Background: an optimization exercise with open tools, aiming at small area and a short achievable clock period. Do not read the settings as production practice.
Function was not checked in any run shown here: the RTL went through the layout flow alone.
No activity file was given, so power comes from the tool's default toggle rates.

==> flow/design.v, too long to show whole: its modules and the start of the top module <==
// module mult_cell: 4 lines
// module mult_ha: 4 lines
// module mult_man: 785 lines
module mult_man (
  input clk, input rstn, input data_rdy,
  input [16:0] mult1_signed, input [16:0] mult2_signed,
  output [31:0] res, output [33:0] res_signed, output res_rdy, output [32:0] res_final);
  // ...
==> flow/run.sh <==
#!/bin/bash
# synth_recipe.tcl (not shown) runs the flow's synth.tcl, then flattens the netlist and writes it again
# the make line also repeats each setting of config.mk as NAME=value (left out here)
make -C /OpenROAD-flow-scripts/flow DESIGN_CONFIG=/design/flow/config.mk WORK_HOME=/design/flow/orfs CLKGATE_MAP_FILE= SYNTH_SCRIPT=/design/flow/synth_recipe.tcl finish
==> flow/config.mk <==
export PLATFORM = sky130hd
export DESIGN_NAME = mult_man
export DESIGN_NICKNAME = mult_man
export VERILOG_FILES = /design/flow/design.v
export SDC_FILE = /design/flow/constraint.sdc
export NUM_CORES = 4
export LEC_CHECK = 0
export ABC_CLOCK_PERIOD_IN_PS = 2000
export CAP_MARGIN = 20
export CORE_MARGIN = 2
export CORE_UTILIZATION = 40
export SLEW_MARGIN = 20
export SYNTH_HIERARCHICAL = 1
==> flow/constraint.sdc <==
create_clock -name core_clock -period 4.5 [get_ports {clk}]
set_input_delay 0.9000 -clock core_clock [delete_from_list [all_inputs] [get_ports {clk}]]
set_output_delay 0.9000 -clock core_clock [all_outputs]
set_load 0.01 [all_outputs]
==> notes.md, run 1 <==
* Status: complete, no violations
* Clock group power at 2.94 mW
* # diodes at 1
* Final WL at 35180 µm
* Netlist cell types at 59
* Pint at 8.468 mW
* # placed instances at 1950
* Share of the synthesized area in the top cell type at 0.3409
* Clk_skew at 0.02444 ns
* Via count at 9703
* Detail Route met3 WL at 1783 µm
* Hold Crit Class: flop to flop
* Hold violation total from the final report at 0
* Drt pass-1 iters at 5
* Most used routing layer: met2
* Num sequential at 355
* Yosys reg bits at 355
* Chip height at 208.9 µm
* Post-DP HPWL at 24570 µm
* Pre-CTS WS at 1.414 ns
* Synthesized area at 16790 µm²
* Max reg flops at 33
* Clk sinks at 355
* Cell count after synthesis at 1365
* Reg power frac at 0.374
* Clock Path Buffers at 3
* Switching power at 4.598 mW
* Critical Path End: rs_q[30]$_DFF_PN0_
* Grt ovf at 0
* # Max-Cap Violations at 0
* Crit path from: p4_p_1$_DFF_P_
==> inputs of run 2 (changes only) <==
--- a/flow/config.mk
+++ b/flow/config.mk
@@ -7,3 +7,3 @@
 export LEC_CHECK = 0
-export ABC_CLOCK_PERIOD_IN_PS = 2000
+export ABC_CLOCK_PERIOD_IN_PS = 1500
 export CAP_MARGIN = 20
@@ -11,2 +11,3 @@
 export CORE_UTILIZATION = 40
+export SETUP_SLACK_MARGIN = 2.4
 export SLEW_MARGIN = 20
==> run 2 against run 1 <==
  * Still clean on timing, DRC and antenna
  * Via count rose by 3.5%
  * Clock power is about 10% higher
  * Combinational power is 12% higher
  * First-iteration DRC count is 35% lower
  * Clock-buffer cell count increased by 4
  * Cell area increased by 6.1%
  * Register-to-register slack gained 0.34 ns
  * Total power up 7.4%
  * Maximum frequency is 13% higher
  * Synthesized cell count stayed put
  * Clock skew is 0.0034 ns lower
  * Critical path type unchanged
==> notes.md, run 2 <==
* Core area at 41670 µm² (unchanged)
* Fin. max-slew vios at 0 (unchanged)
* Cell count after synthesis at 1365 (unchanged)
* Via count at 10044 (was 9703)
* CP max FO at 5 (was 7)
* Combinational share of power at 0.419 (was 0.401)
* Power density cells at 676.7 nW/µm² (was 668.2 nW/µm²)
* Type of destination of the critical path: flop (unchanged)
* Die Area at 43640 µm² (unchanged)
* Initial antenna violation count at 1 (was 0)
* Pleak at 8.857 nW (was 8.242 nW)
* Vias in the first global route at 10891 (was 10517)
* CP startpoint kind: flop (unchanged)
* # placed instances at 1950 (unchanged)
* Dominant cells by area after synthesis: dfxtp_1 34%, fa_1 23%, and2_1 12% (unchanged)
* Layout cell share with drive strength beyond 1 at 0.1787 (was 0.04746)
* Netlist cell types at 59 (unchanged)
* Tmin final at 2.738 ns (was 3.082 ns)
* Total Power at 14.04 mW (was 13.07 mW)
* I/O Buffers at 135 (unchanged)
* Seq. cell area at 7537 µm² (was 7453 µm²)
* Reg power frac at 0.350 (was 0.374)
* Yosys reg bits at 355 (unchanged)
* First-pass GRT wire length at 59020 µm (was 57530 µm)
* Fmax at 365.2 MHz (was 324.5 MHz)
* Hold violation total from the final report at 0 (unchanged)
* Largest Register: rs_q (unchanged)
* Max reg flops at 33 (unchanged)
* Drt pass-1 iters at 5 (unchanged)
* Commonest non-fill, non-tap cells in the layout: 314 x and2_1, 248 x dfxtp_1, 191 x fa_1 (was 321 x and2_1, 285 x dfxtp_1, 196 x fa_1)
* Share of the synthesized area in the top cell type at 0.3409 (unchanged)
* Core Rows at 75 (unchanged)
* Area of the multi-input gates at 9452 µm² (was 8826 µm²)
* Setup violators final at 0 (unchanged)
* Chip height at 208.9 µm (unchanged)
* Fillers at 3793 (was 3803)
* I/O pins at 137 (unchanged)
* Status: complete, no violations (unchanged)
* GRT Util Overall at 0.1735 (was 0.1678)
* DP Area at 18450 µm² (was 18360 µm²)
* CTS H-Tree Depth at 2 (unchanged)
* Worst EP arrival at 3.16 ns (was 3.50 ns)
* Clock power frac at 0.231 (was 0.225)
* CTS root buffer: clkbuf_16 (unchanged)
* Crit path from: p4_p_4$_DFF_P_ (was p4_p_1$_DFF_P_)
* Grt ovf at 0 (unchanged)
* Worst Reg-to-Reg Cells at 7 (unchanged)
* Area growth syn-to-layout at 23.50% (was 16.43%)
* Largest net degree at the start of global routing at 53 (was 70)
* Post-synth EDFFs at 0 (unchanged)
* Total CTS buffers at 39 (was 37)
* Starting DRT DRC Count at 373 (was 574)
* WL met1 at 16480 µm (was 16230 µm)
* Final cell count without fillers at 2079 (was 2015)
* Ys Warns at 7 (unchanged)
* RePlAce Congestion at 0.7653 (was 0.7837)
* Cell with the most instances after synthesis: and2_1 (unchanged)
* # Max-Cap Violations at 0 (unchanged)
* Final WL at 37100 µm (was 35180 µm)
* Metal2 WL at 17310 µm (was 16360 µm)
* Detail Route Antenna Nets at 0 (unchanged)
* Clk_skew at 0.02103 ns (was 0.02444 ns)
* Worst flop-to-flop path startpoint: p4_p_4$_DFF_P_ (was p4_p_1$_DFF_P_)
* Clk sinks at 355 (unchanged)
* Post-synth ARST share at 0.1944 (unchanged)
* Clock network latency to the later pin of the worst-skew pair at 0.54 ns (about the same)
* R2r setup slk at 1.76 ns (was 1.42 ns)
* Initial Util at 0.4031 (unchanged)
* Layout Nets at 1791 (was 1732)
* Post-layout instance area at 20740 µm² (was 19550 µm²)
* Most common cell after layout, fill and taps aside: and2_1 (unchanged)
* Chip width at 208.9 µm (unchanged)
* Switching portion of total power at 0.3568 (was 0.3519)
* Max VDD drop at 297.4 µV (was 311.0 µV)
* Pint at 9.028 mW (was 8.468 mW)
* Seq/Total Area, Yosys at 0.4437 (unchanged)
* Fin crit share at 0.6085 (was 0.6849)
* Top layer in use: met5 (was met4)
* Largest regs: rs_q (33), r_q (31) (unchanged)
* Post-synthesis average cell area at 12.30 µm² (unchanged)
* Routed wire per std cell at 17.84 µm (was 17.46 µm)
* Unrepaired setup endpoints after global routing: yes (was no)
* Post-synthesis net count at 1647 (unchanged)
* CP required at 4.92 ns (about the same)
* Synthesized area at 16790 µm² (unchanged)
* Residual DRC at 0 (unchanged)
* Clock Path Buffers at 3 (unchanged)
* RR Endpoint: rs_q[30]$_DFF_PN0_ (unchanged)
* Slew @ Worst Pin at 0.8123 ns (was 0.8372 ns)
* Predominant post-synthesis flop cell: dfxtp_1 (unchanged)
* Relative slew slack at 0.4584 (was 0.4411)
* Clk slew on worst S/H paths at 0.06 ns (about the same)
* Critical Path End: rs_q[30]$_DFF_PN0_ (unchanged)
* Setup_tns at 0 ns (unchanged)
* Detail Route met3 WL at 2132 µm (was 1783 µm)
* Post-DP HPWL at 25010 µm (was 24570 µm)
* Switching power at 5.008 mW (was 4.598 mW)
* Type of the worst setup path: flop to flop (unchanged)
* CTS tree: built (unchanged)
* Hold Crit Class: flop to flop (unchanged)
* Hold_sp: p1_n_0$_DFF_P_ (was p3_col0_0$_DFF_P_)
* DR vias/cell at 4.831 (was 4.815)
* Post-synth top cells: 321 x and2_1, 286 x dfxtp_1, 196 x fa_1 (unchanged)
* Area leader, netlist: dfxtp_1 (unchanged)
-- run 2: worst min-delay path by stage --
stage	end	slack [ns]	cells after the start
after floorplan	p2_n_0$_DFF_P_	0.31	0
after global placement	p4_n_0$_DFF_P_	0.31	0
after detailed placement	p4_n_0$_DFF_P_	0.31	0
after CTS	p4_n_0$_DFF_P_	0.33	0
after global routing	p4_n_0$_DFF_P_	0.33	0
final	p2_n_0$_DFF_P_	0.33	0
-- run 2: logic make-up (layout without fill, tap and decap cells) --
kind of cell	Yosys count	count (layout)	share of synthesized area
and+or+nand+nor	431	431	0.1528
DFF	355	355	0.4437
adders and majority gates	245	245	0.2701
AOI/OAI and AO/OA	144	144	0.05699
buffers and inverters	102	276	0.03077
xor gates and xnor gates	87	87	0.04537
other	1	2	0.0002233
-- run 2: worst max-delay path, stage by stage (launching register included) --
cell	delay (ns)
dfxtp_4	0.35
or4_4	0.51
or3_4	0.40
or4_4	0.45
or3_4	0.44
o41ai_4	0.23
xnor2_1	0.09
and2_1	0.15
-- run 2: metrics by stage --
stage                     utilization  hold WS [ns]  worst slack (ns)
final                          0.4978        0.3255             1.762
after global routing           0.4977        0.3329             1.679
after CTS                      0.4901        0.3272             1.709
after detailed placement       0.4429        0.3128             1.432
after global placement         0.4429        0.3127             1.462
after floorplan                     -        0.3096             1.611
-- run 2: final cells by class --
cell class,count,area share
multi-input combinational,908,0.4557
tap,539,0.03252
inverter,11,0.001991
clock inverter,14,0.008023
sequential,355,0.3634
clock buffer,57,0.05574
antenna,1,0.0001206
timing repair buffer,194,0.08252
-- run 2: power groups by stage --
stage	clock network (mW)	registers [mW]	logic [mW]
2_1_floorplan	0	4.76	3.59
3_3_place_gp	0	4.94	5.22
3_5_place_dp	0	4.97	5.32
4_1_cts	3.32	4.89	5.66
5_1_grt	3.47	5.03	6.56
6_report	3.24	4.91	5.88
-- run 2: repair_timing --
action | 4_1_cts | 5_1_grt
setup buffers | 46 | 11
pin swaps | 46 | 40
endpoints found under the hold margin | 0 | 0
cloned | 0 | 0
endpoints found under the setup margin | 175 | 85
hold buffers | 0 | 0
gates resized for setup | 295 | 93
-- run 2: per-layer routing --
layer	vias to the layer above	global-route usage
met5	-	0
met4	2	0.06429
met3	84	0.03652
met2	292	0.2852
met1	5009	0.2268
li1	4657	-
-- run 2: modules after synthesis, one instance, submodules excluded --
module / times used / cell area (µm²) / flops+latches / cells inside
mult_cell: 195 / 20.02 / 0 / 1
mult_ha: 15 / 12.51 / 0 / 1
mult_man: 1 / 12700 / 355 / 1155

## re-timing with driven ports
The results above use ideal ports. As a check the final layouts listed here were re-extracted and re-timed, cells and wires unchanged.
Step 1 sets driving cells, clkbuf_16 on the clock port and buf_2 on the other inputs (assumed; they add their load-dependent delay and slew).
Step 2 moves the port delays by t, midway between the first and last clock arrival at a register: inputs arrive t later, outputs are due t later. That takes back most of the time a late clock gives input paths.
a / b / c = no drivers / after step 1 / after step 2; a / b = the first two.
run | t (ns) | slack for setup (ns) | worst data-port slew with drivers (ns) | cell pins on the clock port's net
run 1 | 0.578 | 1.418 / 1.418 / 1.418 | 0.05 | 1
run 2 | 0.577 | 1.762 / 1.762 / 1.762 | 0.05 | 1
After both steps setup and hold are still met in every run listed.
